Source: an optimization exercise on an open RTL-to-GDS flow (aim: small area, a short achievable clock period and few clock cycles per item). Production flows keep margins and buffers that such runs may drop. The RTL was checked by simulation tests, not by an equivalence proof against the original design.

## net_4_8_12_16_16_1_10
module net_4_8_12_16_16_1_10(clk, reset, input_valid, input_ready, input_data, output_valid, output_ready, output_data);
    input                    clk, reset, input_valid, output_ready;
    input  signed [15:0]     input_data;
    output                   output_valid, input_ready;
    output signed [15:0]     output_data;
    logic [3:0]  ph;           
    logic [3:0]  fvs;          
    logic [2:0]  wcnt;         
    logic        in_v;         
    logic signed [15:0] in_r;
    logic        v0, v1;       
    logic [14:0] o0, o1;       
    wire         en = ~v1;
    wire         wr = in_v && (wcnt < 3'd4) && (!fvs[0] || ph >= {1'b0, wcnt} + 4'd5);
    wire         launch = en && (ph == 4'd15);
    assign input_ready = ~in_v;
    logic        rst_q;
    always_ff @(posedge clk) begin
        rst_q <= reset;
        if (rst_q) ph <= 4'd7;
        else if (en) ph <= ph + 4'd1;
    end
    always_ff @(posedge clk) begin
        if (reset) begin
            fvs <= 4'd0;
            wcnt <= 3'd0;
            in_v <= 1'b0;
        end else begin
            if (launch) fvs <= {fvs[2:0], wcnt == 3'd4};
            if (launch && wcnt == 3'd4) wcnt <= 3'd0;
            else if (wr) wcnt <= wcnt + 3'd1;
            if (in_v) in_v <= ~wr;
            else in_v <= input_valid;
        end
    end
    always_ff @(posedge clk)
        if (!in_v) in_r <= input_data;
    logic signed [15:0] x1_0;
    logic signed [15:0] x1_1;
    logic signed [15:0] x1_2;
    logic signed [15:0] x1_3;
    logic signed [15:0] xb_0;
    logic [14:0] h1_0;      
    logic signed [15:0] xb_1;
    logic [14:0] h1_1;      
    logic signed [15:0] xb_2;
    logic [14:0] h1_2;      
    logic signed [15:0] xb_3;
    logic [14:0] h1_3;      
    logic signed [15:0] xb_4;
    logic [14:0] h1_4;      
    logic signed [15:0] xb_5;
    logic [14:0] h1_5;      
    logic signed [15:0] xb_6;
    logic [14:0] h1_6;      
    logic signed [15:0] xb_7;
    logic [14:0] h1_7;      
    logic [14:0] x3_0;
    logic [14:0] x3_1;
    logic [14:0] x3_2;
  ...
make LEC_CHECK=0 CAP_MARGIN=20 CORE_MARGIN=2 CORE_UTILIZATION=65 PLACE_DENSITY=0.75 SETUP_SLACK_MARGIN=4.5 SLEW_MARGIN=20 finish   # period 8.0 ns
run.sh (not shown) runs the stock make flow with config.mk's settings and CLKGATE_MAP_FILE= SYNTH_SCRIPT=/design/flow/synth_recipe.tcl, a recipe that flattens the netlist after the stock synthesis.
The starting point passed the timing, DRC and antenna checks.
Testbench counts at the start, summed over its fixed seeds: cycles 15,792, items 960.
Then changed:
Settings changed: CORE_UTILIZATION 65 to 40, PLACE_DENSITY 0.75 to default.
After rerunning:
- The new run completed without violations
- worst hold slack gets better by 0.018 ns
- worst setup slack improved by 0.039 ns
- die area climbs by 62%
- wire length goes up by 3.7%
Then changed:
Settings changed: SETUP_SLACK_MARGIN 4.5 to 4.8.
After rerunning: The new run completed without violations; via count rises by a few percent; area after synthesis stays the same; cell area went up by a few percent; clock-buffer cell count is unchanged; flip-flop and latch count stays the same; routed wire length is higher by a few percent; hold slack barely changes; first-iteration DRC count increases by a few percent; die area stays the same.
Then changed:
Settings changed: SETUP_SLACK_MARGIN 4.8 to 4.3.
After rerunning:
- synthesized cell count is unchanged
- utilization came out lower by 2.8 points
- synthesized area stays the same
- hold slack is about the same
- setup slack loses 0.11 ns

========
main:
net_4_8_12_16_16_1_10, a different RTL version from the one above (not shown whole).
Size in the first run: ~9,000 cells after synthesis.
Settings: LEC_CHECK=0, CAP_MARGIN=20, CORE_MARGIN=2, CORE_UTILIZATION=40, SETUP_SLACK_MARGIN=5, SLEW_MARGIN=20; clock period 8.0 ns.
No stage failed in main, and the final checks on the layout all came back clean.
Testbench counts of main, summed over its fixed seeds: cycles 15,664, items 960.
Inputs modified between main and the feature branch:
- SETUP_SLACK_MARGIN: 5 -> 4.5
- PLACE_DENSITY: unset -> 0.75
- CORE_UTILIZATION: 40 -> 65
Findings:
The feature branch reached the final stage; the timing, DRC and antenna checks on its layout passed.
Compared with main, the feature branch supports a lower clock frequency.
Comparing met3 wirelength from detailed routing for the feature branch and main, the bigger number came from the feature branch.

[static timing again, ports no longer ideal]
Ports are ideal in the flow. The routed layouts listed here were re-timed in OpenROAD. Step 1 sets driving cells, clkbuf_16 on the clock port and buf_2 on the other inputs (assumed; they add their load-dependent delay and slew). Step 2 adds t to the input delays and takes it off the output delays; t is the mean of the earliest and latest rising clock arrival at the registers after step 1. Input paths then give back, and output paths get back, about the clock's delay inside the block. Three values: ideal ports, drivers, drivers and shift; two values: the first two.
| run | t, ns | setup slack, ns | pins driven straight from the clock port |
|---|---|---|---|
| the first run of note 1 | 0.879 | 4.437 / 4.437 / 4.437 | 1 |
| the second run of note 1 | 0.893 | 4.476 / 4.476 / 4.476 | 1 |
| the third run of note 1 | 0.896 | 4.484 / 4.484 / 4.475 | 1 |
| the fourth run of note 1 | 0.897 | 4.370 / 4.366 / 4.370 | 1 |
| main | 0.913 | 4.575 / 4.575 / 4.058 | 1 |
| the feature branch | 0.881 | 4.429 / 4.429 / 3.639 | 1 |
After both steps every run listed still meets setup and hold. For the feature branch, which loses most, drivers alone change the setup slack by 0.000 ns; drivers and shift together by -0.790 ns.
